Source: an optimization exercise on an open RTL-to-GDS flow (aim: small area). Production flows keep margins and buffers that such runs may drop.
No run shown here included a check of the RTL's function; only the layout flow was run.
Power is estimated from default activity; no workload was simulated.

## flow/design.v (module list and top-level ports; edited modules follow where they fit)
// module WTA: 2585 lines
module WTA
#(
	parameter  MAXDISPARITY = 64 ,
	parameter  LPDI_WIDTH = 8 ,
	parameter  INPUTDATAWID = 513,
	parameter  OUTPUTDATAWID = 9
  )
(
	input wire                      clk,
	input wire                      en,
	input wire                      pixelEN,
	input  wire[INPUTDATAWID-1:0]   LPDi,
	output wire[OUTPUTDATAWID-1:0]  disparity
);
  // ...
==> flow/flow/run.sh <==
#!/bin/bash
set -euo pipefail
W=$PWD
PLAT="$FLOW_HOME/platforms/$FLOW_PLATFORM"
bash standard.sh synth > "$W/synth_ref.log" 2>&1
cp orfs/results/"$FLOW_PLATFORM"/WTA/base/1_2_yosys.v "$W/ref_synth.v"
python3 flow/map.py "$FLOW_DESIGN" "$W/ref_synth.v" "$W/mapped.v" > "$W/map.log" 2>&1
sed 's/\bmodule WTA\b/module WTA_rtl/' "$FLOW_DESIGN" > "$W/rtl_ref.v"
iverilog -g2012 -DFUNCTIONAL -DUNIT_DELAY=#0 -o "$W/selfcheck.vvp" flow/selfcheck_tb.v "$W/rtl_ref.v" \
  "$PLAT/verilog/primitives.v" "$PLAT/verilog/sky130_fd_sc_hd.v" "$W/mapped.v" > "$W/selfcheck.log" 2>&1
vvp -n "$W/selfcheck.vvp" >> "$W/selfcheck.log" 2>&1
grep -q "SELFCHECK PASS" "$W/selfcheck.log"
rm -rf orfs
bash standard.sh SYNTH_NETLIST_FILES="$W/mapped.v" \
  "BUFFER_PORTS_ARGS=-buffer_cell sky130_fd_sc_hd__buf_1" GPL_TIMING_DRIVEN=0 CORE_UTILIZATION=35 PLACE_DENSITY=0.50 CTS_BUF_LIST=sky130_fd_sc_hd__clkbuf_8 finish > "$W/layout.log" 2>&1
==> flow/flow/map.py <==
#!/usr/bin/env python3
"""Technology mapping for this design's RTL, which is written one gate per assignment.

usage: map.py design.v ref_synth.v out.v

Reads design.v (the version's RTL as the layout reads it), maps every
'assign nK = <expression>;' onto the sky130hd cell with that function, every bit of the
step-enabled registers onto sky130_fd_sc_hd__edfxtp_1, and writes the gate netlist.
Register instances get the names the standard synthesis gives them; ref_synth.v (the
standard synthesis of the same design.v) is read to check that the two netlists have the
same registers, by name and cell type. Stops with an error on anything it does not know."""
import re, sys

LIB = {
 'inv':    ('A', 'Y', '~{A}'),
 'nand2':  ('A B', 'Y', '~({A} & {B})'),
 'nor2':   ('A B', 'Y', '~({A} | {B})'),
 'and2':   ('A B', 'X', '{A} & {B}'),
 'or2':    ('A B', 'X', '{A} | {B}'),
 'nand3':  ('A B C', 'Y', '~({A} & {B} & {C})'),
 'nor3':   ('A B C', 'Y', '~({A} | {B} | {C})'),
 'and3':   ('A B C', 'X', '{A} & {B} & {C}'),
 'nand4':  ('A B C D', 'Y', '~({A} & {B} & {C} & {D})'),
 'nor4':   ('A B C D', 'Y', '~({A} | {B} | {C} | {D})'),
 'and4':   ('A B C D', 'X', '{A} & {B} & {C} & {D}'),
 'or4':    ('A B C D', 'X', '{A} | {B} | {C} | {D}'),
 'o22ai':  ('A1 A2 B1 B2', 'Y', '~(({A1} | {A2}) & ({B1} | {B2}))'),
 'a22oi':  ('A1 A2 B1 B2', 'Y', '~(({A1} & {A2}) | ({B1} & {B2}))'),
 'a22o':   ('A1 A2 B1 B2', 'X', '({A1} & {A2}) | ({B1} & {B2})'),
 'o22a':   ('A1 A2 B1 B2', 'X', '({A1} | {A2}) & ({B1} | {B2})'),
 'a21oi':  ('A1 A2 B1', 'Y', '~(({A1} & {A2}) | {B1})'),
 'a221o':  ('A1 A2 B1 B2 C1', 'X', '({A1} & {A2}) | ({B1} & {B2}) | {C1}'),
 'a221oi': ('A1 A2 B1 B2 C1', 'Y', '~(({A1} & {A2}) | ({B1} & {B2}) | {C1})'),
 'o221a':  ('A1 A2 B1 B2 C1', 'X', '({A1} | {A2}) & ({B1} | {B2}) & {C1}'),
 'o221ai': ('A1 A2 B1 B2 C1', 'Y', '~(({A1} | {A2}) & ({B1} | {B2}) & {C1})'),
 'mux2':   ('A0 A1 S', 'X', '{S} ? {A1} : {A0}'),
 'o21ai':  ('A1 A2 B1', 'Y', '~(({A1} | {A2}) & {B1})'),
 'mux4':   ('A0 A1 A2 A3 S0 S1', 'X', '{S1} ? ({S0} ? {A3} : {A2}) : ({S0} ? {A1} : {A0})'),
}
# same-area stronger variants
FREE = {'inv': 2, 'mux2': 2, 'or2': 2, 'o221a': 2, 'mux4': 2}
# (fanout at least, size) per cell type
FANOUT_SIZE = {
 'o22a': [(3, 2)], 'and2': [(3, 2), (6, 4)], 'and4': [(3, 2), (6, 4)],
 'or2': [(6, 4)], 'and3': [(3, 2), (6, 4)], 'or4': [(3, 2), (6, 4)],
 'a21oi': [(6, 2)],
}
SIG = r'([A-Za-z_]\w*(?:\s*\[\s*\d+\s*\])?)'

def pattern(tmpl):
    out = ''
    for part in re.split(r'(\{\w+\})', tmpl):
        if part.startswith('{'):
            out += SIG
        else:
            for ch in part:
                out += r'\s*' if ch == ' ' else re.escape(ch)
    return re.compile(r'^\s*' + out + r'\s*$')

# pins in the order their placeholders appear in the expression
PATS = [(k, pattern(v[2]), re.findall(r'\{(\w+)\}', v[2]), v[1]) for k, v in LIB.items()]
# most specific first: longer templates before shorter ones
PATS.sort(key=lambda p: -len(LIB[p[0]][2]))

def norm(s):
    return re.sub(r'\s+', '', s)

def die(msg):
    sys.exit('map.py: ' + msg)

def main():
    src, ref, out = sys.argv[1:4]
    text = open(src).read()
    text = re.sub(r'//[^\n]*', '', text)
    text = re.sub(r'/\*.*?\*/', '', text, flags=re.S)
    cells = []
    wires = []
    for m in re.finditer(r'\bassign\s+(n\d+)\s*=\s*([^;]*);', text):
        lhs, rhs = m.group(1), m.group(2)
        for typ, pat, pins, outpin in PATS:
            mm = pat.match(rhs)
            if mm:
                pd = {}
                for p, v in zip(pins, map(norm, mm.groups())):
                    if pd.setdefault(p, v) != v:
                        break
                else:
                    cells.append((typ, lhs, pd, outpin))
                    wires.append(lhs)
                    break
                continue
        else:
            die(f'no cell for assign {lhs} = {rhs}')
    m = re.search(r'\bwire\s+step\s*=\s*en\s*&\s*pixelEN\s*;', text)
    if not m:
        die('no step')
    regs = {}
    for m in re.finditer(r'\breg\s*\[\s*(\d+)\s*:\s*0\s*\]\s*(\w+)\s*;', text):
        regs[m.group(2)] = int(m.group(1)) + 1
    blocks = re.findall(r'always\s*@\s*\(\s*posedge\s+clk\s*\)\s*if\s*\(\s*step\s*\)\s*(\w+)\s*<=\s*\{([^}]*)\}\s*;', text)
    if sorted(b[0] for b in blocks) != sorted(regs):
        die(f'registers {sorted(regs)} vs assignments {[b[0] for b in blocks]}')

    def expand(item):
        item = norm(item)
        m = re.fullmatch(r'(\w+)\[(\d+):(\d+)\]', item)
        if m:
            hi, lo = int(m.group(2)), int(m.group(3))
            return [f'{m.group(1)}[{i}]' for i in range(hi, lo - 1, -1)]
        m = re.fullmatch(r"(\d+)'b([01]+)", item)
        if m:
            assert int(m.group(1)) == len(m.group(2))
            return ['zero' if c == '0' else 'one' for c in m.group(2)]
        return [item]

    flops = []
    for name, body in blocks:
        bits = [b for it in body.split(',') for b in expand(it)]
        if len(bits) != regs[name]:
            die(f'{name}: {len(bits)} bits for {regs[name]}')
        for i, d in enumerate(reversed(bits)):
            flops.append((f'{name}[{i}]', d))
    m = re.search(r'\bassign\s+disparity\s*=\s*\{([^}]*)\}\s*;', text)
    if not m:
        die('no disparity')
    outs = [b for it in m.group(1).split(',') for b in expand(it)]
    if len(outs) != 9:
        die('disparity width')
    outs = list(reversed(outs))

    # registers of the standard synthesis
    reftxt = open(ref).read()
    refregs = sorted(re.findall(r'(sky130_fd_sc_hd__\w+)\s+\\(\S+\$_\w+)\s', reftxt))
    mine = sorted(('sky130_fd_sc_hd__edfxtp_1', f'{q}$_DFFE_PP_') for q, _ in flops)
    if refregs != mine:
        die(f'registers differ from the standard synthesis: {refregs[:5]} ... vs {mine[:5]} ...')

    # drive strengths: free upgrades (same area), then by fanout
    fanout = {}
    for typ, o, pins, outpin in cells:
        for n in pins.values():
            fanout[n] = fanout.get(n, 0) + 1
    for q, d in flops:
        fanout[d] = fanout.get(d, 0) + 1
    size = {}
    for typ, o, pins, outpin in cells:
        s_ = FREE.get(typ, 1)
        fo = fanout.get(o, 0)
        for lim, sz in FANOUT_SIZE.get(typ, []):
            if fo >= lim:
                s_ = max(s_, sz)
        size[o] = s_
    regnames = {q for q, _ in flops}
    def net(n):
        if n in regnames:
            return '\\' + n + ' '
        return n
    L = ['module WTA(clk, en, pixelEN, LPDi, disparity);',
         '  input clk; input en; input pixelEN; input [512:0] LPDi; output [8:0] disparity;',
         '  wire zero;']
    for q, _ in flops:
        L.append(f'  wire {net(q)};')
    for w in wires:
        L.append(f'  wire {w};')
    # the step enable, one copy per 16 registers
    nstep = (len(flops) + 15) // 16
    for j in range(nstep):
        L.append(f'  wire step{j};')
        L.append(f'  sky130_fd_sc_hd__and2_2 ustep{j} (.A(en), .B(pixelEN), .X(step{j}));')
    for i, (typ, o, pins, outpin) in enumerate(cells):
        ps = ', '.join(f'.{p}({net(n)})' for p, n in pins.items())
        L.append(f'  sky130_fd_sc_hd__{typ}_{size[o]} g{i} ({ps}, .{outpin}({o}));')
    for j, (q, d) in enumerate(flops):
        L.append(f'  sky130_fd_sc_hd__edfxtp_1 \\{q}$_DFFE_PP_  (.CLK(clk), .D({net(d)}), .DE(step{j * nstep // len(flops)}), .Q({net(q)}));')
    if 'one' in outs:
        die('constant one output')
    L.append('  sky130_fd_sc_hd__conb_1 tie0 (.LO(zero));')
    for k, o in enumerate(outs):
        L.append(f'  assign disparity[{k}] = {net(o)};')
    L.append('endmodule')
    open(out, 'w').write('\n'.join(L) + '\n')
    print(f'map.py: {len(cells)} gates, {len(flops)} registers')

main()
==> flow/flow/selfcheck_tb.v <==
`timescale 1ns/1ps
module selfcheck_tb;
  reg clk = 0;
  reg en, pen;
  reg [512:0] lpdi;
  wire [8:0] d_net, d_rtl;
  WTA     u_net (.clk(clk), .en(en), .pixelEN(pen), .LPDi(lpdi), .disparity(d_net));
  WTA_rtl u_rtl (.clk(clk), .en(en), .pixelEN(pen), .LPDi(lpdi), .disparity(d_rtl));
  integer i, d, kind, steps, errors, seed, base;
  always #5 clk = ~clk;
  initial begin
    seed = 12345; steps = 0; errors = 0;
    en = 0; pen = 0; lpdi = 0;
    for (i = 0; i < 4000; i = i + 1) begin
      @(negedge clk);
      kind = $random(seed) & 7;
      base = $random(seed) & 255;
      for (d = 0; d < 64; d = d + 1)
        case (kind)
          0, 1: lpdi[8*d +: 8] = $random(seed);
          2, 3: lpdi[8*d +: 8] = base + ($random(seed) & 3);
          4:    lpdi[8*d +: 8] = base;
          5:    lpdi[8*d +: 8] = (($random(seed) & 15) == 0) ? ($random(seed) & 1) : 8'hff;
          6:    lpdi[8*d +: 8] = base ^ (1 << ($random(seed) & 7));
          default: lpdi[8*d +: 8] = ($random(seed) & 1) ? base : ~base;
        endcase
      lpdi[512] = $random(seed);
      en = (i < 1000) ? 1'b1 : (($random(seed) & 3) != 0);
      pen = (i < 1000) ? 1'b1 : (($random(seed) & 3) != 0);
      @(posedge clk);
      if (en && pen) steps = steps + 1;
      #1;
      if (steps >= 6 && d_net !== d_rtl) begin
        errors = errors + 1;
        if (errors < 5) $display("mismatch at %0d: net %h rtl %h", i, d_net, d_rtl);
      end
    end
    if (errors == 0) $display("SELFCHECK PASS");
    else $display("SELFCHECK FAIL %0d", errors);
    $finish;
  end
endmodule
==> flow/standard.sh <==
#!/bin/bash
# synth_recipe.tcl (not shown) runs the flow's synth.tcl, then flattens the netlist and writes it again
# the make line also repeats each setting of config.mk as NAME=value (left out here)
make -C /OpenROAD-flow-scripts/flow DESIGN_CONFIG=/design/flow/config.mk WORK_HOME=/design/flow/orfs CLKGATE_MAP_FILE= SYNTH_SCRIPT=/design/flow/synth_recipe.tcl "${@:-finish}"
==> flow/config.mk <==
export PLATFORM = sky130hd
export DESIGN_NAME = WTA
export DESIGN_NICKNAME = WTA
export VERILOG_FILES = /design/flow/design.v
export SDC_FILE = /design/flow/constraint.sdc
export NUM_CORES = 8
export LEC_CHECK = 0
export CAP_MARGIN = 20
export CORE_MARGIN = 2
export CORE_UTILIZATION = 40
export SLEW_MARGIN = 20
==> flow/constraint.sdc <==
create_clock -name core_clock -period 6.67 [get_ports {clk}]
set_input_delay 1.3340 -clock core_clock [delete_from_list [all_inputs] [get_ports {clk}]]
set_output_delay 1.3340 -clock core_clock [all_outputs]
set_load 0.01 [all_outputs]
==> impl_metrics.ini, run 1 <==
[status]
status = finished clean

[route]
met3_length_mm = 5.91
vias = 15350
via_per_inst = 6.74

[sta]
setup_viol_count_final = 0
finalSetupTns_ns = 0
fmax_mhz = 155
layout_setup_ws_ns = 0.231

[power_and_ir_drop]
comb_power_share_pct = 72.4
p_sw_share_pct = 51.9
pg_seq_w = 0.000433
pg_comb_w = 0.00161

[final_layout]
diodes = 19
clock_buffers = 5
reg_top3 = pipe (35), s1 (20)
largest-register = pipe
seq_cells = 55
area_growth_syn_to_layout_pct = 36.5
buf_share_pct = 15.8

[worst_setup_path]
path_cells = buf_1 > nand4_1 > o21ai_1 > nand3_4 > a22o_1 > o22ai_1 > nor2_1 > nand3_1 > nand2_2 > a221o_1 > nor3_1 > nor2_1 > and4_2 > nand2_2 > a221o_1 > nor3_1 > nor2_1 > and4_1 > nand2_4 > a221oi_2 > nor2_1 > mux2_2 > mux2_2 > mux2_2
crit_cells = 24

[global_route]
grt_pass1_wl_mm = 78.5
grt.met3_usage_pct = 10.4

[worst_hold_path]
holdCritStartpoint = pipe[17]$_DFFE_PP_
hold_class = reg -> reg

[clocking]
cts.path.max_buffers = 2
htree_levels = 2

[logic_synthesis]
syn-cell-area_um2 = 9860

[floorplanning]
die_area_um2 = 29500

[placed_design]
dpl-instance-area_um2 = 12300
dp.cells = 2232
==> run 2, diff against run 1 <==
--- a/flow/design.v
+++ b/flow/design.v
@@ -1289,16 +1289,21 @@
 wire n1273;
 wire n1274;
 wire n1275;
 wire n1276;
 wire n1277;
 wire n1278;
 wire n1279;
 wire n1280;
+wire n1281;
+wire n1282;
+wire n1283;
+wire n1284;
+wire n1285;
 assign n1 = ~(LPDi[7] & LPDi[15] & LPDi[23] & LPDi[31]);
 assign n2 = ~(LPDi[39] & LPDi[47] & LPDi[55] & LPDi[63]);
 assign n3 = n1 | n2;
 assign n4 = ~(n1 | n2);
 assign n5 = ~((LPDi[7] | LPDi[6]) & (LPDi[15] | LPDi[14]));
 assign n6 = ~((LPDi[23] | LPDi[22]) & (LPDi[31] | LPDi[30]));
 assign n7 = ~((LPDi[39] | LPDi[38]) & (LPDi[47] | LPDi[46]));
 assign n8 = ~((LPDi[55] | LPDi[54]) & (LPDi[63] | LPDi[62]));
@@ -2483,104 +2488,109 @@
 assign n1187 = ~((n106 | n1175) & (n128 | n1186) & n1163);
 assign n1188 = ~((n243 | n1175) & (n265 | n1186) & n1164);
 assign n1189 = ~((n380 | n1175) & (n402 | n1186) & n1165);
 assign n1190 = ~((n517 | n1175) & (n539 | n1186) & n1166);
 assign n1191 = ~((n654 | n1175) & (n676 | n1186) & n1167);
 assign n1192 = ~((n791 | n1175) & (n813 | n1186) & n1168);
 assign n1193 = ~((n928 | n1175) & (n950 | n1186) & n1169);
 assign n1194 = ~((n1065 | n1175) & (n1087 | n1186) & n1170);
-assign n1195 = ~(n130 | n131);
-assign n1196 = ~(n134 | n135);
-assign n1197 = n1195 ? n132 : n130;
-assign n1198 = n1196 ? n136 : n134;
-assign n1199 = ~(n130 | n131 | n132 | n133);
-assign n1200 = n1199 ? n1198 : n1197;
-assign n1201 = n1199 ? n1196 : n1195;
-assign n1202 = ~(n267 | n268);
-assign n1203 = ~(n271 | n272);
-assign n1204 = n1202 ? n269 : n267;
-assign n1205 = n1203 ? n273 : n271;
-assign n1206 = ~(n267 | n268 | n269 | n270);
-assign n1207 = n1206 ? n1205 : n1204;
-assign n1208 = n1206 ? n1203 : n1202;
-assign n1209 = ~(n404 | n405);
-assign n1210 = ~(n408 | n409);
-assign n1211 = n1209 ? n406 : n404;
-assign n1212 = n1210 ? n410 : n408;
-assign n1213 = ~(n404 | n405 | n406 | n407);
-assign n1214 = n1213 ? n1212 : n1211;
-assign n1215 = n1213 ? n1210 : n1209;
-assign n1216 = ~(n541 | n542);
-assign n1217 = ~(n545 | n546);
-assign n1218 = n1216 ? n543 : n541;
-assign n1219 = n1217 ? n547 : n545;
-assign n1220 = ~(n541 | n542 | n543 | n544);
-assign n1221 = n1220 ? n1219 : n1218;
-assign n1222 = n1220 ? n1217 : n1216;
-assign n1223 = ~(n678 | n679);
-assign n1224 = ~(n682 | n683);
-assign n1225 = n1223 ? n680 : n678;
-assign n1226 = n1224 ? n684 : n682;
-assign n1227 = ~(n678 | n679 | n680 | n681);
-assign n1228 = n1227 ? n1226 : n1225;
-assign n1229 = n1227 ? n1224 : n1223;
-assign n1230 = ~(n815 | n816);
-assign n1231 = ~(n819 | n820);
-assign n1232 = n1230 ? n817 : n815;
-assign n1233 = n1231 ? n821 : n819;
-assign n1234 = ~(n815 | n816 | n817 | n818);
-assign n1235 = n1234 ? n1233 : n1232;
-assign n1236 = n1234 ? n1231 : n1230;
-assign n1237 = ~(n952 | n953);
-assign n1238 = ~(n956 | n957);
-assign n1239 = n1237 ? n954 : n952;
-assign n1240 = n1238 ? n958 : n956;
-assign n1241 = ~(n952 | n953 | n954 | n955);
-assign n1242 = n1241 ? n1240 : n1239;
-assign n1243 = n1241 ? n1238 : n1237;
-assign n1244 = ~(n1089 | n1090);
-assign n1245 = ~(n1093 | n1094);
-assign n1246 = n1244 ? n1091 : n1089;
-assign n1247 = n1245 ? n1095 : n1093;
-assign n1248 = ~(n1089 | n1090 | n1091 | n1092);
-assign n1249 = n1248 ? n1247 : n1246;
-assign n1250 = n1248 ? n1245 : n1244;
-assign n1251 = n1187 ? n1207 : n1200;
-assign n1252 = n1187 ? n1208 : n1201;
-assign n1253 = n1187 ? n1206 : n1199;
-assign n1254 = n1187 & n1188;
-assign n1255 = n1189 ? n1221 : n1214;
-assign n1256 = n1189 ? n1222 : n1215;
-assign n1257 = n1189 ? n1220 : n1213;
-assign n1258 = n1189 & n1190;
-assign n1259 = n1191 ? n1235 : n1228;
-assign n1260 = n1191 ? n1236 : n1229;
-assign n1261 = n1191 ? n1234 : n1227;
-assign n1262 = n1191 & n1192;
-assign n1263 = n1193 ? n1249 : n1242;
-assign n1264 = n1193 ? n1250 : n1243;
-assign n1265 = n1193 ? n1248 : n1241;
-assign n1266 = s1[4] ? s1[5] : s1[0];
-assign n1267 = s1[4] ? s1[6] : s1[1];
-assign n1268 = s1[4] ? s1[7] : s1[2];
-assign n1269 = s1[4] ? s1[8] : s1[3];
-assign n1270 = s1[4] & s1[9];
-assign n1271 = s1[14] ? s1[15] : s1[10];
-assign n1272 = s1[14] ? s1[16] : s1[11];
-assign n1273 = s1[14] ? s1[17] : s1[12];
-assign n1274 = s1[14] ? s1[18] : s1[13];
-assign n1275 = n1270 ? n1271 : n1266;
-assign n1276 = n1270 ? n1272 : n1267;
-assign n1277 = n1270 ? n1273 : n1268;
-assign n1278 = n1270 ? n1274 : n1269;
-assign n1279 = n1270 ? s1[14] : s1[4];
-assign n1280 = ~n1275;
+assign n1195 = (n106 | n1175) & (n128 | n1186) & n1163;
+assign n1196 = (n380 | n1175) & (n402 | n1186) & n1165;
+assign n1197 = (n654 | n1175) & (n676 | n1186) & n1167;
+assign n1198 = (n928 | n1175) & (n950 | n1186) & n1169;
+assign n1199 = ~(n130 | n131);
+assign n1200 = ~(n134 | n135);
+assign n1201 = n1199 ? n132 : n130;
+assign n1202 = n1200 ? n136 : n134;
+assign n1203 = ~(n130 | n131 | n132 | n133);
+assign n1204 = n1203 ? n1202 : n1201;
+assign n1205 = n1203 ? n1200 : n1199;
+assign n1206 = ~(n267 | n268);
+assign n1207 = ~(n271 | n272);
+assign n1208 = n1206 ? n269 : n267;
+assign n1209 = n1207 ? n273 : n271;
+assign n1210 = ~(n267 | n268 | n269 | n270);
+assign n1211 = n1210 ? n1209 : n1208;
+assign n1212 = n1210 ? n1207 : n1206;
+assign n1213 = ~(n404 | n405);
+assign n1214 = ~(n408 | n409);
+assign n1215 = n1213 ? n406 : n404;
+assign n1216 = n1214 ? n410 : n408;
+assign n1217 = ~(n404 | n405 | n406 | n407);
+assign n1218 = n1217 ? n1216 : n1215;
+assign n1219 = n1217 ? n1214 : n1213;
+assign n1220 = ~(n541 | n542);
+assign n1221 = ~(n545 | n546);
+assign n1222 = n1220 ? n543 : n541;
+assign n1223 = n1221 ? n547 : n545;
+assign n1224 = ~(n541 | n542 | n543 | n544);
+assign n1225 = n1224 ? n1223 : n1222;
+assign n1226 = n1224 ? n1221 : n1220;
+assign n1227 = ~(n678 | n679);
+assign n1228 = ~(n682 | n683);
+assign n1229 = n1227 ? n680 : n678;
+assign n1230 = n1228 ? n684 : n682;
+assign n1231 = ~(n678 | n679 | n680 | n681);
+assign n1232 = n1231 ? n1230 : n1229;
+assign n1233 = n1231 ? n1228 : n1227;
+assign n1234 = ~(n815 | n816);
+assign n1235 = ~(n819 | n820);
+assign n1236 = n1234 ? n817 : n815;
+assign n1237 = n1235 ? n821 : n819;
+assign n1238 = ~(n815 | n816 | n817 | n818);
+assign n1239 = n1238 ? n1237 : n1236;
+assign n1240 = n1238 ? n1235 : n1234;
+assign n1241 = ~(n952 | n953);
+assign n1242 = ~(n956 | n957);
+assign n1243 = n1241 ? n954 : n952;
+assign n1244 = n1242 ? n958 : n956;
+assign n1245 = ~(n952 | n953 | n954 | n955);
+assign n1246 = n1245 ? n1244 : n1243;
+assign n1247 = n1245 ? n1242 : n1241;
+assign n1248 = ~(n1089 | n1090);
+assign n1249 = ~(n1093 | n1094);
+assign n1250 = n1248 ? n1091 : n1089;
+assign n1251 = n1249 ? n1095 : n1093;
+assign n1252 = ~(n1089 | n1090 | n1091 | n1092);
+assign n1253 = n1252 ? n1251 : n1250;
+assign n1254 = n1252 ? n1249 : n1248;
+assign n1255 = ~((n1204 & n1195) | (n1211 & n1187));
+assign n1256 = ~((n1205 & n1195) | (n1212 & n1187));
+assign n1257 = ~((n1203 & n1195) | (n1210 & n1187));
+assign n1258 = n1187 & n1188;
+assign n1259 = ~((n1218 & n1196) | (n1225 & n1189));
+assign n1260 = ~((n1219 & n1196) | (n1226 & n1189));
+assign n1261 = ~((n1217 & n1196) | (n1224 & n1189));
+assign n1262 = n1189 & n1190;
+assign n1263 = ~((n1232 & n1197) | (n1239 & n1191));
+assign n1264 = ~((n1233 & n1197) | (n1240 & n1191));
+assign n1265 = ~((n1231 & n1197) | (n1238 & n1191));
+assign n1266 = n1191 & n1192;
+assign n1267 = ~((n1246 & n1198) | (n1253 & n1193));
+assign n1268 = ~((n1247 & n1198) | (n1254 & n1193));
+assign n1269 = ~((n1245 & n1198) | (n1252 & n1193));
+assign n1270 = s1[4] ? s1[5] : s1[0];
+assign n1271 = s1[4] ? s1[6] : s1[1];
+assign n1272 = s1[4] ? s1[7] : s1[2];
+assign n1273 = s1[4] ? s1[8] : s1[3];
+assign n1274 = s1[4] & s1[9];
+assign n1275 = s1[14] ? s1[15] : s1[10];
+assign n1276 = s1[14] ? s1[16] : s1[11];
+assign n1277 = s1[14] ? s1[17] : s1[12];
+assign n1278 = s1[14] ? s1[18] : s1[13];
+assign n1279 = n1274 ? n1275 : n1270;
+assign n1280 = n1274 ? n1276 : n1271;
+assign n1281 = n1274 ? n1277 : n1272;
+assign n1282 = n1274 ? n1278 : n1273;
+assign n1283 = n1274 ? s1[14] : s1[4];
+assign n1284 = ~n1280;
+assign n1285 = ~n1281;
 reg [19:0] s1;
 always @(posedge clk)
 if (step)
-	s1 <= {LPDi[512], n1193, n1265, n1264, n1263, n1262, n1191, n1261, n1260, n1259, n1258, n1189, n1257, n1256, n1255, n1254, n1187, n1253, n1252, n1251};
+	s1 <= {LPDi[512], n1193, n1269, n1268, n1267, n1266, n1191, n1265, n1264, n1263, n1262, n1189, n1261, n1260, n1259, n1258, n1187, n1257, n1256, n1255};
 reg [34:0] pipe;
 always @(posedge clk)
 if (step)
-	pipe <= {pipe[27:0], s1[19], n1270, n1279, n1278, n1277, n1276, n1280};
+	pipe <= {pipe[27:0], s1[19], n1274, n1283, n1282, n1285, n1284, n1279};
 assign disparity = {pipe[34], 2'b00, pipe[33:28]};
 endmodule
==> flow/flow/run.sh (replaced) <==
#!/bin/bash
set -euo pipefail
W=$PWD
PLAT="$FLOW_HOME/platforms/$FLOW_PLATFORM"
bash standard.sh synth > "$W/synth_ref.log" 2>&1
cp orfs/results/"$FLOW_PLATFORM"/WTA/base/1_2_yosys.v "$W/ref_synth.v"
python3 flow/map.py "$FLOW_DESIGN" "$W/ref_synth.v" "$W/mapped.v" > "$W/map.log" 2>&1
sed 's/\bmodule WTA\b/module WTA_rtl/' "$FLOW_DESIGN" > "$W/rtl_ref.v"
iverilog -g2012 -DFUNCTIONAL -DUNIT_DELAY=#0 -o "$W/selfcheck.vvp" flow/selfcheck_tb.v "$W/rtl_ref.v" \
  "$PLAT/verilog/primitives.v" "$PLAT/verilog/sky130_fd_sc_hd.v" "$W/mapped.v" > "$W/selfcheck.log" 2>&1
vvp -n "$W/selfcheck.vvp" >> "$W/selfcheck.log" 2>&1
grep -q "SELFCHECK PASS" "$W/selfcheck.log"
rm -rf orfs
bash standard.sh SYNTH_NETLIST_FILES="$W/mapped.v" \
  "BUFFER_PORTS_ARGS=-buffer_cell sky130_fd_sc_hd__buf_1" GPL_TIMING_DRIVEN=0 CORE_UTILIZATION=35 PLACE_DENSITY=0.50 "CTS_ARGS=-sink_clustering_enable -repair_clock_nets -buf_list sky130_fd_sc_hd__clkbuf_8 -dont_use_dummy_load" finish > "$W/layout.log" 2>&1
==> impl_metrics.ini, run 2 <==
[global_route]
antenna_found_initial = 9
grt_usage_pct = 32.2
grt_max_degree = 20
grt_pass1_wl_mm = 74.2
grt.met1_usage_pct = 40.7
grt_pass1_vias = 13395
overflow = 0
grt.met3_usage_pct = 5.72
busiest_layer = met2
met2_usage_pct = 56.3

[final_layout]
layout-drive-gt1-share_pct = 11.1
final_common_cell = buf_1
layout_common_cells = buf_1 (522), nor2_1 (238), o22ai_1 (235)
fin_nets = 2402
largest_reg_flops = 35
largest-register = pipe
area_growth_syn_to_layout_pct = 34.1
utilization_pct = 47.6
reg_top3 = pipe (35), s1 (20)

[route]
vias = 14953
drc = 0
drtAntennaViolNets = 0
dr.first_iter.drc_count = 1372
wl_per_cell_um = 23.2
firstDrtPassIters = 7
via_per_inst = 6.59
routed_wl_mm = 52.6

[floorplanning]
die_width_um = 172
start_util_pct = 35.5
core_area_um2 = 27800
row_count = 61
ioPinCount = 525
die_y_um = 172
die_area_um2 = 29500

[sta]
period_share_pct = 96.6
min_period_ns = 6.44
fmax_mhz = 155
fin_skew_ns = 0.0199
drv_slew = 0
tightest_slew_ns = 0.545
layout_setup_ws_ns = 0.225
setup_viol_count_final = 0
maxSlewHeadroom_pct = 63.7
finalHoldViolations = 0

[worst_setup_path]
critPathMaxFanout = 11
end_kind = flip-flop
critPathLaunchType = input port
critPathArrivalTime_ns = 6.55
criticalPathCategory = in -> reg
crit_required_ns = 6.77

[power_and_ir_drop]
peakVddDrop_mv = 0.0862
p_leak_nw = 3.85
power.total_w = 0.00217
powerDensity_nw_per_um2 = 164

[placed_design]
port-buffer-count = 522
place.gp.congestion = 1.00
dp_hpwl_mm = 44.9
pre_cts_slack_ns = -1.12

[logic_synthesis]
synth_warnings = 0
syn_avg_cell_area_um2 = 7.38
postSynthCellCount = 1336
syn-cell-area_um2 = 9860

[clocking]
cts.path.max_buffers = 2
cts_tree = built
cts.sinks = 55
path_clk_slew_ns = 0.11
htree_levels = 2
cts_buffers = 5
clockRootBuffer = clkbuf_8
clock_latency_ns = 0.31

[worst_hold_path]
hold_class = reg -> reg

[run]
maxCapViolations = 0

[status]
status = finished clean
-- run 2: cell types whose count changed in the layout (fill, tap and decap cells not counted), sizes merged --
cell | before | now
clkbuf | 7 | 5
o221a | 0 | 4
mux2 | 57 | 45
buf | 541 | 542
a22oi | 28 | 40
diode | 19 | 8
-- run 2: timing repair --
| item | CTS | global route |
|---|---|---|
| setup buffers | 0 | 20 |
| pin swaps | 1 | 16 |
| hold buffers | 0 | 0 |
| setup endpoints to repair | 19 | 19 |
| resized for setup | 29 | 92 |
-- run 2: critical path, cell delays in order --
cell and delay, ns:
buf_1 0.15, nand4_1 0.11, o21ai_1 0.16, nand3_2 0.26, a22o_1 0.35, nor3_1 0.23, nor2_1 0.09, and4_1 0.21
nand2_2 0.24, a221o_1 0.31, nor3_1 0.09, nor2_1 0.12, and4_2 0.28, nand2_1 0.21, a221o_1 0.47, nor3_1 0.26
nor2_1 0.09, and4_1 0.16, nand2_2 0.20, a221oi_1 0.13, nor4_2 0.44, mux2_2 0.42, a22oi_1 0.24
-- run 2: where the power goes --
part | internal, W | total, W | switching, W
registers | 0.000428 | 0.000442 | 0.0000137
clock network | 0.0000682 | 0.000172 | 0.000104
logic | 0.000569 | 0.00156 | 0.000990
total | 0.00106 | 0.00217 | 0.00111
-- run 2: area by class of cell --
cell class / instances / area (um^2)
fill: 2995 / 14600
multi-input combinational: 1280 / 8880
timing repair buffer: 542 / 2120
sequential: 55 / 1650
tap: 378 / 473
clock buffer: 5 / 68.8
antenna: 8 / 20.0
inverter: 2 / 7.51
-- run 2: stage by stage --
| step | hold WS (ns) | setup TNS [ns] | area [um^2] | std cells |
|---|---|---|---|---|
| final | 0.416 | 0 | 13200 | 2270 |
| after CTS | 0.409 | 0 | 12500 | 2242 |
| after global routing | 0.428 | -0.165 | 13200 | 2268 |
| after floorplan | 0.400 | 0 | 9870 | 1337 |
| after global placement | 0.402 | -16.96 | 12300 | 2237 |
| after detailed placement | 0.405 | -18.78 | 12300 | 2237 |
-- run 2: final timing paths --
path	startpoint	to	slack, ns	cells after the start
hold reg to reg	pipe[12]$_DFFE_PP_	pipe[19]$_DFFE_PP_	0.42	0
hold / removal	pipe[12]$_DFFE_PP_	pipe[19]$_DFFE_PP_	0.42	0
setup reg to reg	s1[4]$_DFFE_PP_	pipe[4]$_DFFE_PP_	5.29	2
setup / recovery	LPDi[102]	s1[0]$_DFFE_PP_	0.23	23
-- run 2: layer usage --
| metal | wire [um] | share of wire, % | vias up |
|---|---|---|---|
| met2 | 25400 | 48 | 717 |
| met1 | 21200 | 40 | 7080 |
| met3 | 4440 | 8.4 | 105 |
| li1 | - | - | 7045 |
| met5 | 37 | 0.070 | - |
| met4 | 1540 | 2.9 | 6 |

## separate check: timing with driven ports
No port has a modelled driver above. Below, the same layouts with a new extraction and two added sets of constraints. Step 1, drivers: a clkbuf_16 drives clk and a buf_2 each remaining input, both assumed. Step 2 times the ports against the registers' clock, not the clock port: input delays grow and output delays shrink by t, the midpoint of the rising clock arrivals with the driver on. a / b / c = ideal ports / drivers / drivers and shift; a / b = the first two.
run | t (ns) | setup slack, ns | worst hold slack (ns) | slew at the worst register clock pin (ns)
run 1 | 0.355 | 0.231 / 0.144 / -0.211 | 0.414 / 0.414 / 0.414 | 0.11 / 0.11
run 2 | 0.333 | 0.225 / 0.172 / -0.161 | 0.416 / 0.416 / 0.416 | 0.11 / 0.11
With both steps, setup timing fails in run 1 and run 2, where it was met with ideal ports. The setup slack of run 1, which loses most, moves by -0.087 ns with the drivers and by -0.442 ns with both steps.
